From an optimization exercise on the open Yosys and OpenROAD flow, aimed at small area; shortcuts taken in it are not production practice.
Where RTL was checked, it was by simulation tests only, not by an equivalence proof against the original.
Function not checked in run 1: the RTL went through the layout flow alone.
Power is estimated from default activity; no workload was simulated.

`design.v`:
```
module mem_cache(data_in,
                 address,
                 data_out,
                 write,
                 clk,
                 rst);
		 parameter Size = 1;
		 parameter Resettable = 0;  
    		 input [Size - 1:0] data_in;  
    		 input [3:0] address;         
    		 input write;		      
		 input clk;		      
		 input rst;		      
		 output [Size - 1:0] data_out;  
		wire [Size - 1:0] stored;     
		assign data_out = write ? {Size{1'b0}} : stored;  
		generate if (Resettable) begin : g_reset
		reg [16 * Size - 1:0] lines;
		assign stored = lines[address * Size +: Size];
		always @ (posedge clk) begin
		       if (rst) lines <= {16 * Size{1'b0}};
		       else if (write) lines[address * Size +: Size] <= data_in;
		end
		end else begin : g_plain
		reg [Size - 1:0] memory[0:15];
		assign stored = memory[address];
		always @ (posedge clk) begin
		       if (write) memory[address] <= data_in;
		end
		end endgenerate
endmodule
module cache(index,
             tag_in,
             word,
             data_in,
             write,
	     valid_in,
             clk, 
             rst,
             data_out,
	     tag_out,
             valid_out,
             hit);
    	     input [3:0] index;			    
    	     input [10:0] tag_in; 		    
    	     input [7:0] data_in;    		    
	     input valid_in, write, word, clk;	    
	     input rst;				    
	     output [10:0] tag_out;		    
    	     output [7:0] data_out;		    
    	     output valid_out, hit;		    
    	     wire [7:0] word0, word1;
	     wire match, write_word0, write_word1, write_tag, write_valid, valid_b;
	     assign match = (tag_in == tag_out);    
	     assign write_word0 = write & ~word;    
	     assign write_word1 = write & word;	    
	     assign write_tag = write;	  	    
	     assign write_valid = write;	    
    	     mem_cache #(8)  word_block0  (data_in,  index, word0, write_word0, clk, rst); 
    	     mem_cache #(8)  word_block1  (data_in,  index, word1, write_word1, clk, rst); 
	     mem_cache #(11) tag_block    (tag_in,   index, tag_out, write_tag, clk, rst); 
	     mem_cache #(1, 1) valid_block  (valid_in, index, valid_b, write_valid, clk, rst); 
	     assign hit = match;							 
    	     assign data_out = write ? 8'h00 : (word ? word1 : word0);			 
	     assign valid_out = ~write & valid_b;      	       				 
endmodule
module directMapped_cache(address,
			  data_in,
			  write,
			  clk,
			  rst,
			  data_out,
			  hit,
			  valid,tag);
			  input [15:0] address;  
			  input [7:0] data_in;   
			  input write, clk;      
			  input rst;             
			  output [7:0] data_out;  
			  output hit, valid;      
			  output [10:0] tag;      
			  wire [7:0] d_out;       
			  wire [10:0] tag_out;    
			  wire isHit, isValid;    
			  cache cache1(address[4:1], address[15:5], address[0], data_in, write, 1'b1, clk, rst, d_out, tag_out, isValid, isHit);
			  assign hit = isHit;  
			  assign valid = isValid;  
			  assign data_out = d_out;  
			  assign tag = tag_out;  
endmodule
module two_way_cache(address, 
                     data_in, 
                     write, 
                     clk,
                     rst,
                     data_out,
                     hit
                     );
  		     input [15:0] address;  
  		     input [7:0] data_in;   
  		     input write, clk;      
  		     input rst;             
		     output [7:0] data_out;  
		     output hit;  	     
  		     wire [10:0] tag0, tag1;  
  		     wire [7:0] data_out0, data_out1;  
		     wire valid0, valid1;  
		     wire hit0, hit1;
		     wire select_0, select_1;
		     directMapped_cache cache0(address, data_in, write, clk, rst, data_out0, hit0, valid0, tag0);
		     directMapped_cache cache1(address, data_in, write, clk, rst, data_out1, hit1, valid1, tag1);
		     assign select_0 = (address[15:5] == tag0) & valid0;
		     assign select_1 = (address[15:5] == tag1) & valid1;
		     assign hit = select_0 | select_1;
		     assign data_out = hit ? (select_0 ? data_out0 : data_out1) : 8'h00;
endmodule
```
`run.sh`:
```
#!/bin/bash
# synth_recipe.tcl (not shown) runs the flow's synth.tcl, then flattens the netlist and writes it again
# the make line also repeats each setting of config.mk as NAME=value (left out here)
make -C /OpenROAD-flow-scripts/flow DESIGN_CONFIG=/design/flow/config.mk WORK_HOME=/design/flow/orfs CLKGATE_MAP_FILE= SYNTH_SCRIPT=/design/flow/synth_recipe.tcl finish
```
`config.mk`:
```
export PLATFORM = sky130hd
export DESIGN_NAME = two_way_cache
export DESIGN_NICKNAME = two_way_cache
export VERILOG_FILES = /design/flow/design.v
export SDC_FILE = /design/flow/constraint.sdc
export NUM_CORES = 4
export LEC_CHECK = 0
export CAP_MARGIN = 20
export CORE_MARGIN = 2
export CORE_UTILIZATION = 40
export SLEW_MARGIN = 20
```
`constraint.sdc`:
```
create_clock -name core_clock -period 5.5 [get_ports {clk}]
set_input_delay 1.1000 -clock core_clock [delete_from_list [all_inputs] [get_ports {clk}]]
set_output_delay 1.1000 -clock core_clock [all_outputs]
set_load 0.01 [all_outputs]
```
==> results.json, run 1 <==
{
  "numPortBuffers": 35,
  "rrSetupSlack_ns": 4.86,
  "slew_headroom_pct": 31.4,
  "p_leak_uw": 0.00688,
  "clock-sinks": 464,
  "post-route-period-util_pct": 96.4,
  "cts_hold_buf": 0,
  "timing.fmax_ghz": 0.189,
  "synthCells": 920,
  "rows": 78,
  "grt_max_degree": 50,
  "fillers": 3760,
  "crit_family": "buffers and inverters",
  "grt_overflow": 0,
  "busiest_layer": "met2",
  "worstPathArrival_ns": 4.20,
  "utilization_pct": 46.7,
  "crit_slowest_cell": "clkdlybuf4s50_1",
  "cts.htree.levels": 2,
  "ant_nets": 0,
  "critPathLaunchType": "input port",
  "core_um2": 45400,
  "wl_per_cell_um": 23.7,
  "die_x_um": 219,
  "drt_wl_total_um": 39000,
  "drv_cap": 0,
  "ir_drop_mv": 0.209,
  "antenna_found_initial": 0,
  "die_area_um2": 47800,
  "ys_seq_elements": 464,
  "grt_pass1_vias": 9192,
  "yosysWarnings": 3,
  "clk_latency_ns": 0.57,
  "dp_hpwl_um": 24200,
  "cts_root_buf": "clkbuf_16",
  "dpl_cell_area_um2": 19700,
  "synth_nets": 952,
  "tightest_slew_ns": 1.03,
  "synth_ff_type": "edfxtp_1",
  "vias": 9014,
  "fin_nets": 1035,
  "grt_use_met1_pct": 24.6,
  "avgViaCountPerCell": 5.48,
  "rsz0062_at_grt": "false",
  "crit_cells": 9,
  "drt_iter0_drc": 758,
  "async_reset_ff_share_pct": 0,
  "r2r_cells": 2,
  "worstSetupEndpointType": "output port",
  "holdCritPathClass": "register to register",
  "route.detailed.drc": 0,
  "grt_pass1_wl_um": 59500,
  "grt.total_usage_pct": 16.9,
  "met2_usage_pct": 26.4,
  "globalplace.congestion": 0.760,
  "status": "finished clean",
  "synth_edf_count": 432,
  "hold_ws_ns": 0.468,
  "cp-startpoint": "address[2]",
  "final_common_cell": "edfxtp_1",
  "yosysTopAreaCell": "edfxtp_1",
  "die_h_um": 219,
  "reg2reg_to": "cache1.cache1.valid_block.g_reset.lines[7]",
  "max_stage_delay_ns": 0.58,
  "numCtsBuffers": 48,
  "mostFrequentLayoutCells": "edfxtp_1, mux4_2, nor2_1, clkbuf_16, buf_4",
  "endpoint": "data_out[2]",
  "synthDistinctLibCells": 54,
  "ff_latch_area_um2": 13600,
  "cp_max_fo": 13,
  "drive_above_1_share_pct": 24.4,
  "setup_tns_ns": 0,
  "crit-reg2reg-launch": "cache1.cache1.valid_block.g_reset.lines[7]",
  "finalMaxSlewViolations": 0,
  "clock_path_buffers": 3,
  "crit_type": "input port to output port",
  "hold_viol": 0,
  "post_cts_buffers": 0,
  "netlist_area_um2": 18400,
  "start_util_pct": 40.6,
  "crit_chain": "buf_6 > mux4_2 > mux2i_1 > xor2_1 > o2111ai_1 > a2111oi_2 > nand4_2 > nor3_1 > clkdlybuf4s50_1",
  "use_met3_pct": 2.55,
  "fin_area_um2": 21200,
  "p_per_area_nw_per_um2": 354,
  "finalClockSkew_ns": 0,
  "worst-path-buf-inv": 2,
  "power.total_uw": 7500,
  "io_pins": 36,
  "clkTransAtPathRegs_ns": 0.06,
  "cts_tree": "yes",
  "synthTopCellsByArea": "edfxtp_1, mux4_2, dfxtp_1",
  "yosysSeqAreaShare_pct": 73.9,
  "setup-violations-final": 0,
  "synth_top_area_share_pct": 70.5,
  "multi_input_area_um2": 4500,
  "drtPass1Iterations": 5,
  "synth_area_per_cell_um2": 20.0,
  "period_minus_slack_ns": 5.30,
  "cp.required_ns": 4.40,
  "area_growth_syn_to_layout_pct": 15.0
}
-- final cells by class --
cell class | count | area share [%]
sequential | 464 | 64.3
multi-input combinational | 398 | 21.3
clock buffer | 57 | 5.93
timing repair buffer | 84 | 3.56
tap | 600 | 3.55
clock inverter | 33 | 1.28
inverter | 7 | 0.124
antenna | 1 | 0.0118
-- state kept, by name, indices dropped and copies added (netlist names) --
register / count
cache0.cache1.word_block1.g_plain.memory: 88
cache0.cache1.word_block0.g_plain.memory: 80
cache1.cache1.word_block0.g_plain.memory: 48
cache0.cache1.valid_block.g_reset.lines: 16
cache1.cache1.valid_block.g_reset.lines: 16
cache1.cache1.tag_block.g_plain.memory: 176
cache1.cache1.word_block1.g_plain.memory: 40
-- worst min path at each step --
stage	start	endpoint	slack [ns]	depth (start not counted)
finish	cache0.cache1.valid_block.g_reset.lines[5]	cache0.cache1.valid_block.g_reset.lines[5]	0.47	2
global route	cache1.cache1.valid_block.g_reset.lines[1]	cache1.cache1.valid_block.g_reset.lines[1]	0.50	2
floorplan	cache0.cache1.valid_block.g_reset.lines[5]	cache0.cache1.valid_block.g_reset.lines[5]	0.43	2
detailed placement	cache1.cache1.valid_block.g_reset.lines[13]	cache1.cache1.valid_block.g_reset.lines[13]	0.45	2
global placement	cache0.cache1.valid_block.g_reset.lines[13]	cache0.cache1.valid_block.g_reset.lines[13]	0.44	2
CTS	cache1.cache1.valid_block.g_reset.lines[13]	cache1.cache1.valid_block.g_reset.lines[13]	0.47	2
-- worst register-to-register path, stage by stage (launching register included) --
cell and delay [ns]:
dfxtp_1 0.32, a21oi_1 0.14, nor2_1 0.05
-- cells by family after synthesis --
| kind of cell | after synthesis | synth area share (%) |
|---|---|---|
| flip-flops | 464 | 73.9 |
| AND/OR/NAND/NOR | 156 | 4.27 |
| multiplexers | 155 | 16.9 |
| AO/OA/AOI/OAI | 73 | 2.55 |
| buffers and inverters | 58 | 1.63 |
| XOR/XNOR | 9 | 0.428 |
| adder cells (fa/ha/maj) | 5 | 0.340 |
-- repair_timing --
action	CTS	global route
endpoints found under the setup margin	0	1
gates resized for setup	0	1
hold endpoints to repair	0	0
-- report_power, final --
part           total, µW  internal [µW]  switching [µW]  leakage, µW
clock network       3140           1820            1320     0.000741
registers           3920           3910            13.1      0.00415
logic                432            181             250      0.00198
-- through the flow --
stage	std cells	worst slack, ns
CTS	1642	0.191
detailed placement	1552	0.181
global placement	1552	0.247
floorplan	920	1.23
global route	1643	0.0284
finish	1644	0.199
-- Yosys cell counts, drive strengths merged, types with 6 or more instances --
library cell,count
a21oi,37
and2,16
mux4,122
dfxtp,32
buf,36
mux2i,28
inv,6
a31oi,7
xor2,6
edfxtp,432
clkbuf,15
nor2,54
nor3,21
nor2b,16
and3,18
nand2,14
-- routing by layer --
| layer | up-vias | wire [µm] |
|---|---|---|
| li1 | 3946 | - |
| met1 | 4761 | 17500 |
| met2 | 255 | 18600 |
| met3 | 52 | 2080 |
| met4 | 0 | 846 |
| met5 | - | 0 |
==> inputs of run 2 (changes only) <==
==> design.v (replaced) <==
module two_way_cache(address, data_in, write, clk, rst, data_out, hit);
  input  [15:0] address;
  input  [7:0]  data_in;
  input         write, clk, rst;
  output [7:0]  data_out;
  output        hit;
  wire [10:0] tag_in = address[15:5];
  wire [3:0]  index  = address[4:1];
  wire        word   = address[0];
  reg [15:0] valid;
  reg [10:0] tags  [0:15];
  reg [7:0]  word0 [0:15];
  reg [7:0]  word1 [0:15];
  always @(posedge clk) begin
    if (rst) valid <= 16'b0;
    else if (write) valid[index] <= 1'b1;
    if (write) tags[index] <= tag_in;
    if (write & ~word) word0[index] <= data_in;
    if (write & word) word1[index] <= data_in;
  end
  assign hit = ~write & valid[index] & (tags[index] == tag_in);
  assign data_out = word ? word1[index] : word0[index];
endmodule
--- a/config.mk
+++ b/config.mk
@@ -6,4 +6,5 @@
 export NUM_CORES = 4
 export LEC_CHECK = 0
+export ABC_AREA = 1
 export CAP_MARGIN = 20
 export CORE_MARGIN = 2
==> run 2 against run 1 <==
Net effect:
- still clean on timing, DRC and antenna
- area after synthesis is 1.2% higher
- combinational power rose by 17%
- synthesized cell count rose by 79%
- clock-buffer cell count did not move
- global-route usage grew 1.9 points
- worst setup slack improved by 0.26 ns
- power shrank 3.1%
- via count rose by 34%
- sequential power decreased by 3%
- routed wire length up 15%
- sequential share of layout area fell by 1.9 points
==> results.json, run 2 <==
{
  "worstPathArrival_ns": 3.94,
  "post-place-ws_ns": 0.490,
  "diodes": 0,
  "endpoint": "hit",
  "globalplace.congestion": 0.835,
  "p_per_area_nw_per_um2": 341,
  "timing.fmax_ghz": 0.198,
  "cts_hold_buf": 0,
  "clk_latency_ns": 0.59,
  "drt_wl_total_um": 44900,
  "ys_seq_elements": 448,
  "period_minus_slack_ns": 5.04,
  "clock_path_buffers": 3,
  "core_um2": 46300,
  "worstSetupEndpointType": "output port",
  "drt_iter0_drc": 1171,
  "crit_type": "input port to output port",
  "fin_cells": 2354,
  "synthCells": 1644,
  "post-route-period-util_pct": 91.7,
  "grt_overflow": 0,
  "cp-startpoint": "address[3]",
  "rrSetupSlack_ns": 4.89,
  "fillers": 4192,
  "wl_met3_um": 3300,
  "largest_reg_flops": 176,
  "hold_viol": 0,
  "reg2reg_to": "valid[12]",
  "cts_tree": "yes",
  "clock-sinks": 448,
  "synth_nets": 1676,
  "status": "finished clean",
  "finalClockSkew_ns": 0,
  "final_common_cell": "edfxtp_1",
  "setup-violations-final": 0,
  "tightest_slew_ns": 1.05,
  "synth_edf_count": 432,
  "yosysSeqAreaShare_pct": 71.3,
  "setup_tns_ns": 0,
  "grt.total_usage_pct": 18.8,
  "wl_met2_um": 21000,
  "post_cts_buffers": 0,
  "yosysWarnings": 1,
  "setup_ws_ns": 0.457,
  "area_growth_syn_to_layout_pct": 14.4,
  "dp_hpwl_um": 26400,
  "start_util_pct": 40.3,
  "cts_resized": 0,
  "rsz0062_at_grt": "false",
  "hold_ws_ns": 0.456,
  "highest_layer": "met4",
  "yosysTopAreaCell": "edfxtp_1",
  "grt_max_degree": 105,
  "drv_cap": 0,
  "synthDistinctLibCells": 32,
  "clkTransAtPathRegs_ns": 0.06,
  "critPathLaunchType": "input port",
  "top_register": "tags",
  "place_inst": 2265,
  "r2r_cells": 2,
  "ant_nets": 0,
  "synth_top_area_share_pct": 69.6,
  "die_area_um2": 48300,
  "cp.required_ns": 4.40,
  "avgViaCountPerCell": 5.15,
  "rows": 79,
  "netlist_area_um2": 18600,
  "dpl_cell_area_um2": 19900,
  "mostFrequentLayoutCells": "edfxtp_1, nand2_1, nor2_1, o21ai_0, inv_1",
  "route.detailed.drc": 0,
  "fin_area_um2": 21300,
  "cts_root_buf": "clkbuf_16",
  "drive_above_1_share_pct": 8.93,
  "fin_nets": 1740,
  "synthTopCellsByArea": "edfxtp_1, nand2_1, nor2_1",
  "grt_pass1_vias": 11500,
  "crit-reg2reg-launch": "valid[12]",
  "async_reset_ff_share_pct": 0,
  "synth_ff_type": "edfxtp_1",
  "wl_per_cell_um": 19.1,
  "finalMaxSlewViolations": 0,
  "cp_max_fo": 18,
  "met1Wirelength_um": 19400,
  "die_h_um": 220,
  "grt_pass1_wl_um": 68400,
  "cts.htree.levels": 2,
  "numPortBuffers": 35,
  "ir_drop_mv": 0.251,
  "antenna_found_initial": 0,
  "die_x_um": 220,
  "top_regs": "tags x176, word0 x128, word1 x128",
  "synth_area_per_cell_um2": 11.3,
  "vias": 12100,
  "holdCritPathClass": "register to register",
  "yosysMostFrequentCell": "edfxtp_1",
  "drtPass1Iterations": 5,
  "synth.top_cells.by_count": "edfxtp_1, nand2_1, nor2_1",
  "io_pins": 36,
  "numCtsBuffers": 47,
  "p_leak_uw": 0.00766,
  "slew_headroom_pct": 29.9
}
-- run 2: logic make-up (layout without fill, tap and decap cells) --
logic type / Yosys count / count (layout) / synth area share [%]
AND/OR/NAND/NOR: 687 / 687 / 14.5
flip-flops: 448 / 448 / 71.3
AO/OA/AOI/OAI: 293 / 293 / 8.62
buffers and inverters: 210 / 313 / 5.22
adder cells (fa/ha/maj): 5 / 5 / 0.336
XOR/XNOR: 1 / 1 / 0.0470
-- run 2: final cells by class --
| class | instances | area [µm²] | share of cell area (%) |
|---|---|---|---|
| Clock buffer | 57 | 1210 | 5.69 |
| Tap cell | 607 | 759 | 3.56 |
| Multi-Input combinational cell | 986 | 4380 | 20.6 |
| Inverter | 116 | 442 | 2.07 |
| Clock inverter | 31 | 213 | 0.998 |
| Timing Repair Buffer | 109 | 1010 | 4.76 |
| Sequential cell | 448 | 13300 | 62.4 |
-- run 2: how the worst min path moves through the flow --
stage / start / endpoint / cells after the start
final: valid[11] / valid[11] / 2
after global placement: valid[8] / valid[8] / 2
after global routing: valid[11] / valid[11] / 2
after floorplan: valid[0] / valid[0] / 2
after detailed placement: valid[8] / valid[8] / 2
after CTS: valid[8] / valid[8] / 2
-- run 2: where the power goes --
| group | switching [µW] | internal [µW] | leakage, µW |
|---|---|---|---|
| Clock | 1320 | 1630 | 0.000690 |
| Combinational | 349 | 155 | 0.00295 |
| Sequential | 11.0 | 3790 | 0.00403 |
| Total | 1680 | 5580 | 0.00766 |
-- run 2: metrics by stage --
| step | util (%) | total power (µW) |
|---|---|---|
| 2_1_floorplan | - | 4160 |
| 3_3_place_gp | 43.0 | 4380 |
| 3_5_place_dp | 43.0 | 4380 |
| 4_1_cts | 46.1 | 7320 |
| 5_1_grt | 46.1 | 7510 |
| 6_report | 46.1 | 7260 |
-- run 2: worst max-delay path, cell delays in order --
cell	delay (ns)
clkdlybuf4s50_1	0.57
nand2_1	0.18
clkinv_1	0.52
nand2_1	0.24
nand2_1	0.09
nor2_1	0.09
nor2_1	0.05
nor2_1	0.12
nand2_1	0.05
nor2_1	0.13
nand2_1	0.07
nor2_1	0.17
clkdlybuf4s50_1	0.57
-- run 2: layer usage --
layer	global-route usage [%]	up-vias
met2	30.3	409
met5	0	-
met3	4.18	73
li1	-	5815
met1	25.7	5822
met4	5.46	0
==> inputs of run 3 (changes only) <==
--- a/config.mk
+++ b/config.mk
@@ -6,5 +6,4 @@
 export NUM_CORES = 4
 export LEC_CHECK = 0
-export ABC_AREA = 1
 export CAP_MARGIN = 20
 export CORE_MARGIN = 2
==> run 3 against run 2 <==
Net effect:
- still clean
- area after synthesis is 3.7% lower
- hold slack better by 0.0083 ns
- global-route usage is 1.4 points lower
- via count is 28% lower
- sequential share of layout area is 1.5 points higher
- synthesized cell count is 47% lower
- combinational power is 13% lower
==> results.json, run 3 <==
{
  "synth_edf_count": 432,
  "holdCritPathClass": "register to register",
  "post_cts_buffers": 0,
  "ant_nets": 0,
  "numCtsBuffers": 47,
  "yosysMostFrequentCell": "edfxtp_1",
  "crit_family": "buffers and inverters",
  "rows": 77,
  "die_area_um2": 46600,
  "r2r_cells": 2,
  "core_um2": 44200,
  "clock_path_buffers": 3,
  "grt_pass1_wl_um": 59900,
  "netlist_area_um2": 17900,
  "finalMaxSlewViolations": 0,
  "numPortBuffers": 35,
  "cp_max_fo": 37,
  "synth.top_cells.by_count": "edfxtp_1, mux4_2, mux2i_1",
  "worstPathArrival_ns": 4.04,
  "cts_resized": 0,
  "cts.htree.levels": 2,
  "area_growth_syn_to_layout_pct": 15.9,
  "yosysSeqAreaShare_pct": 74.1,
  "grt.total_usage_pct": 17.5,
  "timing.fmax_ghz": 0.195,
  "drt_wl_total_um": 39800,
  "cts_root_buf": "clkbuf_16",
  "die_h_um": 216,
  "period_minus_slack_ns": 5.14,
  "ir_drop_mv": 0.253,
  "fin_area_um2": 20800,
  "cts_hold_buf": 0,
  "antenna_found_initial": 1,
  "cts_tree": "yes",
  "crit_slowest_cell": "clkdlybuf4s50_1",
  "setup_tns_ns": 0,
  "p_per_area_nw_per_um2": 357,
  "fin_nets": 988,
  "io_pins": 36,
  "synth_nets": 905,
  "async_reset_ff_share_pct": 0,
  "wl_per_cell_um": 25.1,
  "drtPass1Iterations": 5,
  "avgViaCountPerCell": 5.52,
  "yosysTopAreaCell": "edfxtp_1",
  "synthDistinctLibCells": 50,
  "vias": 8743,
  "top_regs": "tags x176, word0 x128, word1 x128",
  "grt_overflow": 0,
  "ff_latch_area_um2": 13300,
  "synth_top_area_share_pct": 72.3,
  "synthCells": 873,
  "dp_hpwl_um": 24400,
  "largest_reg_flops": 176,
  "slew_headroom_pct": 36.3,
  "hold_viol": 0,
  "synthTopCellsByArea": "edfxtp_1, mux4_2, mux2i_1",
  "dpl_cell_area_um2": 19200,
  "hold_depth": 2,
  "mostFrequentLayoutCells": "edfxtp_1, mux4_2, clkbuf_16, buf_4, mux2i_1",
  "synth_area_per_cell_um2": 20.6,
  "globalplace.congestion": 0.746,
  "final_common_cell": "edfxtp_1",
  "synth_ff_type": "edfxtp_1",
  "status": "finished clean",
  "worst-path-buf-inv": 3,
  "cp.required_ns": 4.40,
  "drive_above_1_share_pct": 27.2,
  "drv_cap": 0,
  "multi_input_area_um2": 4450,
  "grt_max_degree": 43,
  "crit_cells": 9,
  "max_stage_delay_ns": 0.62,
  "p_leak_uw": 0.00676,
  "die_x_um": 216,
  "setup-violations-final": 0,
  "drt_iter0_drc": 918,
  "clock-sinks": 448,
  "yosysWarnings": 1,
  "hold_ws_ns": 0.464,
  "post-route-period-util_pct": 93.5,
  "route.detailed.drc": 0,
  "clk_latency_ns": 0.58,
  "start_util_pct": 40.6,
  "tightest_slew_ns": 0.950,
  "finalClockSkew_ns": 0,
  "fillers": 3638,
  "grt_pass1_vias": 9161,
  "worstSetupEndpointType": "output port",
  "clkTransAtPathRegs_ns": 0.06,
  "critPathLaunchType": "input port",
  "crit_type": "input port to output port",
  "top_register": "tags",
  "ys_seq_elements": 448,
  "rsz0062_at_grt": "false",
  "crit_chain": "buf_6 > buf_4 > mux4_2 > nor3_1 > nor4_1 > nand3_1 > nand4_1 > a2111oi_2 > clkdlybuf4s50_1"
}
## run 3: cell types whose count changed after synthesis, sizes merged, moves of 36 or more
cell   delta
o21ai   -182
inv     -109
o22ai    -59
nand2   -295
nor2    -258
mux4    +115
mux2i    +36
nand3    -44
## run 3: path summary, 6_finish.rpt
path,startpoint,slack (ns),endpoint
worst max register to register,valid[0],4.85,valid[0]
worst min register to register,valid[6],0.46,valid[6]
worst max-delay path,address[1],0.36,hit
worst min-delay path,valid[6],0.46,valid[6]
## run 3: tightest hold or removal path, stage by stage, from the launching register on
cell and delay, ns:
dfxtp_1 0.32, a21oi_1 0.04, nor2_1 0.07
## run 3: stage by stage
| step | setup slack [ns] | cells | utilization [%] | power (µW) |
|---|---|---|---|---|
| detailed placement | 0.387 | 1499 | 43.5 | 4330 |
| CTS | 0.355 | 1583 | 47.1 | 7510 |
| global placement | 0.352 | 1498 | 43.5 | 4320 |
| finish | 0.359 | 1584 | 47.1 | 7440 |
| floorplan | 1.31 | 873 | - | 4130 |
| global route | 0.247 | 1583 | 47.0 | 7660 |
## run 3: where the power goes
group	total, µW	switching [µW]	leakage [µW]	internal (µW)
Combinational	440	252	0.00197	188
Sequential	3810	12.6	0.00403	3790
Clock	3190	1300	0.000765	1890
Total	7440	1560	0.00676	5870
## run 3: logic make-up after synthesis
group | count (synthesis) | share of synthesized area, %
buffers and inverters | 59 | 1.67
xor gates and xnor gates | 12 | 0.586
AOI/OAI and AO/OA | 53 | 2.11
adders and majority gates | 5 | 0.349
muxes | 163 | 17.4
DFF | 448 | 74.1
and+or+nand+nor | 133 | 3.83
## run 3: metal layers
| layer | vias up | GRT usage, % | share of wire, % |
|---|---|---|---|
| met2 | 235 | 28.4 | 49 |
| met5 | - | 0 | 0 |
| li1 | 3816 | - | - |
| met1 | 4635 | 24.2 | 43 |
| met3 | 57 | 2.93 | 5.0 |
| met4 | 0 | 5.45 | 2.2 |
## run 3: final cells by class
type	instances	area share [%]
well taps	592	3.56
repair buffers	86	3.49
flip-flops and latches	448	63.9
clock inverters	28	1.40
multi-input cells	366	21.4
clock buffers	56	6.12
inverters	7	0.126
diodes	1	0.0120
==> inputs of run 4 (changes only) <==
--- a/config.mk
+++ b/config.mk
@@ -9,3 +9,5 @@
 export CORE_MARGIN = 2
 export CORE_UTILIZATION = 40
+export CTS_CLUSTER_DIAMETER = 60
+export CTS_CLUSTER_SIZE = 30
 export SLEW_MARGIN = 20
==> run 4 against run 3 <==
Net effect:
- still clean on timing, DRC and antenna
- via count is 0.65% lower
- flip-flop and latch count stayed put
- clock-buffer cell count is 19 lower
==> results.json, run 4 <==
{
  "switchingPower_uw": 1560,
  "p_per_area_nw_per_um2": 336,
  "largest_reg_flops": 176,
  "max_stage_delay_ns": 0.62,
  "synth_ff_type": "edfxtp_1",
  "synthDistinctLibCells": 50,
  "worst-path-buf-inv": 3,
  "synthXorXnorAreaFrac_pct": 0.586,
  "numPortBuffers": 35,
  "tightest_slew_ns": 0.929,
  "synth_area_per_cell_um2": 20.6,
  "swShare_pct": 22.6,
  "hold_ws_ns": 0.468,
  "grt.total_usage_pct": 17.2,
  "utilization_pct": 46.2,
  "core_um2": 44200,
  "grt_overflow": 0,
  "period_minus_slack_ns": 5.06,
  "cts_root_buf": "clkbuf_16",
  "top_register": "tags",
  "drv_cap": 0,
  "clock_path_buffers": 3,
  "cts_hold_buf": 0,
  "grt_pass1_wl_um": 59400,
  "ys_seq_elements": 448,
  "yosysSeqAreaShare_pct": 74.1,
  "post_cts_buffers": 0,
  "synth_edf_count": 432,
  "area_growth_syn_to_layout_pct": 13.9,
  "drt_wl_total_um": 39500,
  "post-route-period-util_pct": 92.1,
  "critPathLaunchType": "input port",
  "final_common_cell": "edfxtp_1",
  "synth_top_area_share_pct": 72.3,
  "synth.top_cells.by_count": "edfxtp_1, mux4_2, mux2i_1",
  "dp_hpwl_um": 24400,
  "worstPathArrival_ns": 3.96,
  "crit_family": "buffers and inverters",
  "async_reset_ff_share_pct": 0,
  "io_pins": 36,
  "clock-sinks": 448,
  "cp.required_ns": 4.40,
  "clkTransAtPathRegs_ns": 0.08,
  "slew_headroom_pct": 37.8,
  "synth_top_family_by_area": "multiplexers",
  "p_clk_share_pct": 38.3,
  "setup_ws_ns": 0.435,
  "worstSetupEndpointType": "output port",
  "ant_nets": 0,
  "crit_slowest_cell": "clkdlybuf4s50_1",
  "rows": 77,
  "crit_chain": "buf_6 > buf_4 > mux4_2 > nor3_1 > nor4_1 > nand3_1 > nand4_1 > a2111oi_2 > clkdlybuf4s50_1",
  "yosysTopAreaCell": "edfxtp_1",
  "cts_resized": 0,
  "drtPass1Iterations": 5,
  "clk_latency_ns": 0.54,
  "netlist_area_um2": 17900,
  "fin_nets": 975,
  "grt_max_degree": 43,
  "timing.fmax_ghz": 0.197,
  "power_frac_comb_pct": 6.4,
  "route.detailed.drc": 0,
  "cts_tree": "yes",
  "synth_compound_area_share_pct": 2.11,
  "drt_iter0_drc": 995,
  "fin_cells": 1561,
  "mostFrequentLayoutCells": "edfxtp_1, mux4_2, buf_4, mux2i_1",
  "synthCells": 873,
  "seqPwrFrac_pct": 55.3,
  "yosys.area_share.simple_pct": 3.83,
  "globalplace.congestion": 0.746,
  "place_inst": 1499,
  "cp_max_fo": 37,
  "start_util_pct": 40.6,
  "rsz0062_at_grt": "false",
  "p_int_uw": 5320,
  "synth_nets": 905,
  "yosysMostFrequentCell": "edfxtp_1",
  "finalClockSkew_ns": 0,
  "vias": 8686,
  "p_leak_uw": 0.00657,
  "crit_type": "input port to output port",
  "fillers": 3657,
  "die_x_um": 216,
  "post-place-ws_ns": 0.387,
  "die_h_um": 216,
  "synth_adder_area_share_pct": 0.349,
  "hold_viol": 0,
  "cts.htree.levels": 2,
  "synth.mux.area_fraction_pct": 17.4,
  "drive_above_1_share_pct": 26.3,
  "finalMaxSlewViolations": 0,
  "holdCritPathClass": "register to register",
  "avgViaCountPerCell": 5.56,
  "synthTopCellsByArea": "edfxtp_1, mux4_2, mux2i_1",
  "setup_tns_ns": 0,
  "top_regs": "tags x176, word0 x128, word1 x128",
  "die_area_um2": 46600,
  "wl_per_cell_um": 25.3,
  "setup-violations-final": 0,
  "antenna_found_initial": 1,
  "ir_drop_mv": 0.311,
  "grt_pass1_vias": 9012,
  "status": "finished clean",
  "yosysWarnings": 1,
  "numCtsBuffers": 34
}
[run 4: path summary, 6_finish.rpt]
path	from	to	slack, ns	cells after the start
worst max-delay path	address[1]	hit	0.44	9
worst min-delay path	valid[6]	valid[6]	0.47	2
worst max register to register	valid[9]	valid[9]	4.83	2
worst min register to register	valid[6]	valid[6]	0.47	2
[run 4: layout make-up]
cell class | count | area (µm²) | area share [%]
diodes | 1 | 2.50 | 0.0122
multi-input cells | 366 | 4450 | 21.8
repair buffers | 86 | 726 | 3.55
well taps | 592 | 741 | 3.62
flip-flops and latches | 448 | 13300 | 65.0
clock inverters | 24 | 310 | 1.52
clock buffers | 37 | 883 | 4.32
inverters | 7 | 26.3 | 0.129
[run 4: logic make-up (layout without fill, tap and decap cells)]
kind of cell / count (synthesis) / count (layout)
AOI/OAI and AO/OA: 53 / 53
muxes: 163 / 163
other: 0 / 1
and+or+nand+nor: 133 / 133
adders and majority gates: 5 / 5
DFF: 448 / 448
xor gates and xnor gates: 12 / 12
buffers and inverters: 59 / 154
[run 4: worst reg2reg max path: stages, from the launching register on]
cell,delay [ns]
dfxtp_1,0.32
a21oi_1,0.14
nor2_1,0.07
[run 4: layer usage]
layer	GRT usage, %	up-vias	wire length, µm
li1	-	3775	-
met1	24.4	4634	17200
met2	28.1	224	19600
met3	2.64	53	1990
met4	4.07	0	756
met5	0	-	0
[run 4: power by group through the flow]
stage	clock, µW	combinational [µW]	sequential, µW
2_1_floorplan	0	260	3870
3_3_place_gp	0	443	3880
3_5_place_dp	0	447	3880
4_1_cts	2690	449	3800
5_1_grt	2810	475	3800
6_report	2630	441	3800
[run 4: metrics by stage]
step	instance area (µm²)	total power, µW
floorplan	17900	4130
global placement	19200	4320
detailed placement	19200	4330
CTS	20400	6940
global route	20400	7090
finish	20400	6870

what the ideal ports hide:
No port has a modelled driver above. Below, the same layouts with a new extraction and two added sets of constraints. Step 1 (the two cells are an assumption about what drives the block):
set clk [get_ports {clk}]
set_driving_cell -lib_cell sky130_fd_sc_hd__clkbuf_16 $clk
set_driving_cell -lib_cell sky130_fd_sc_hd__buf_2 [delete_from_list [all_inputs] $clk]
Step 2 adds t to the input delays and takes it off the output delays; t is the mean of the earliest and latest rising clock arrival at the registers after step 1. Input paths then give back, and output paths get back, about the clock's delay inside the block. Three values: ideal ports, drivers, drivers and shift; two values: the first two.
| run | t (ns) | setup slack, ns | clock arrival spread, ns |
|---|---|---|---|
| run 1 | 0.629 | 0.199 / 0.161 / 0.161 | 0.024 / 0.023 |
| run 2 | 0.641 | 0.457 / 0.428 / 0.428 | 0.030 / 0.030 |
| run 3 | 0.623 | 0.359 / 0.320 / 0.320 | 0.024 / 0.024 |
| run 4 | 0.585 | 0.435 / 0.396 / 0.396 | 0.030 / 0.031 |
After both steps every run listed still meets setup and hold.
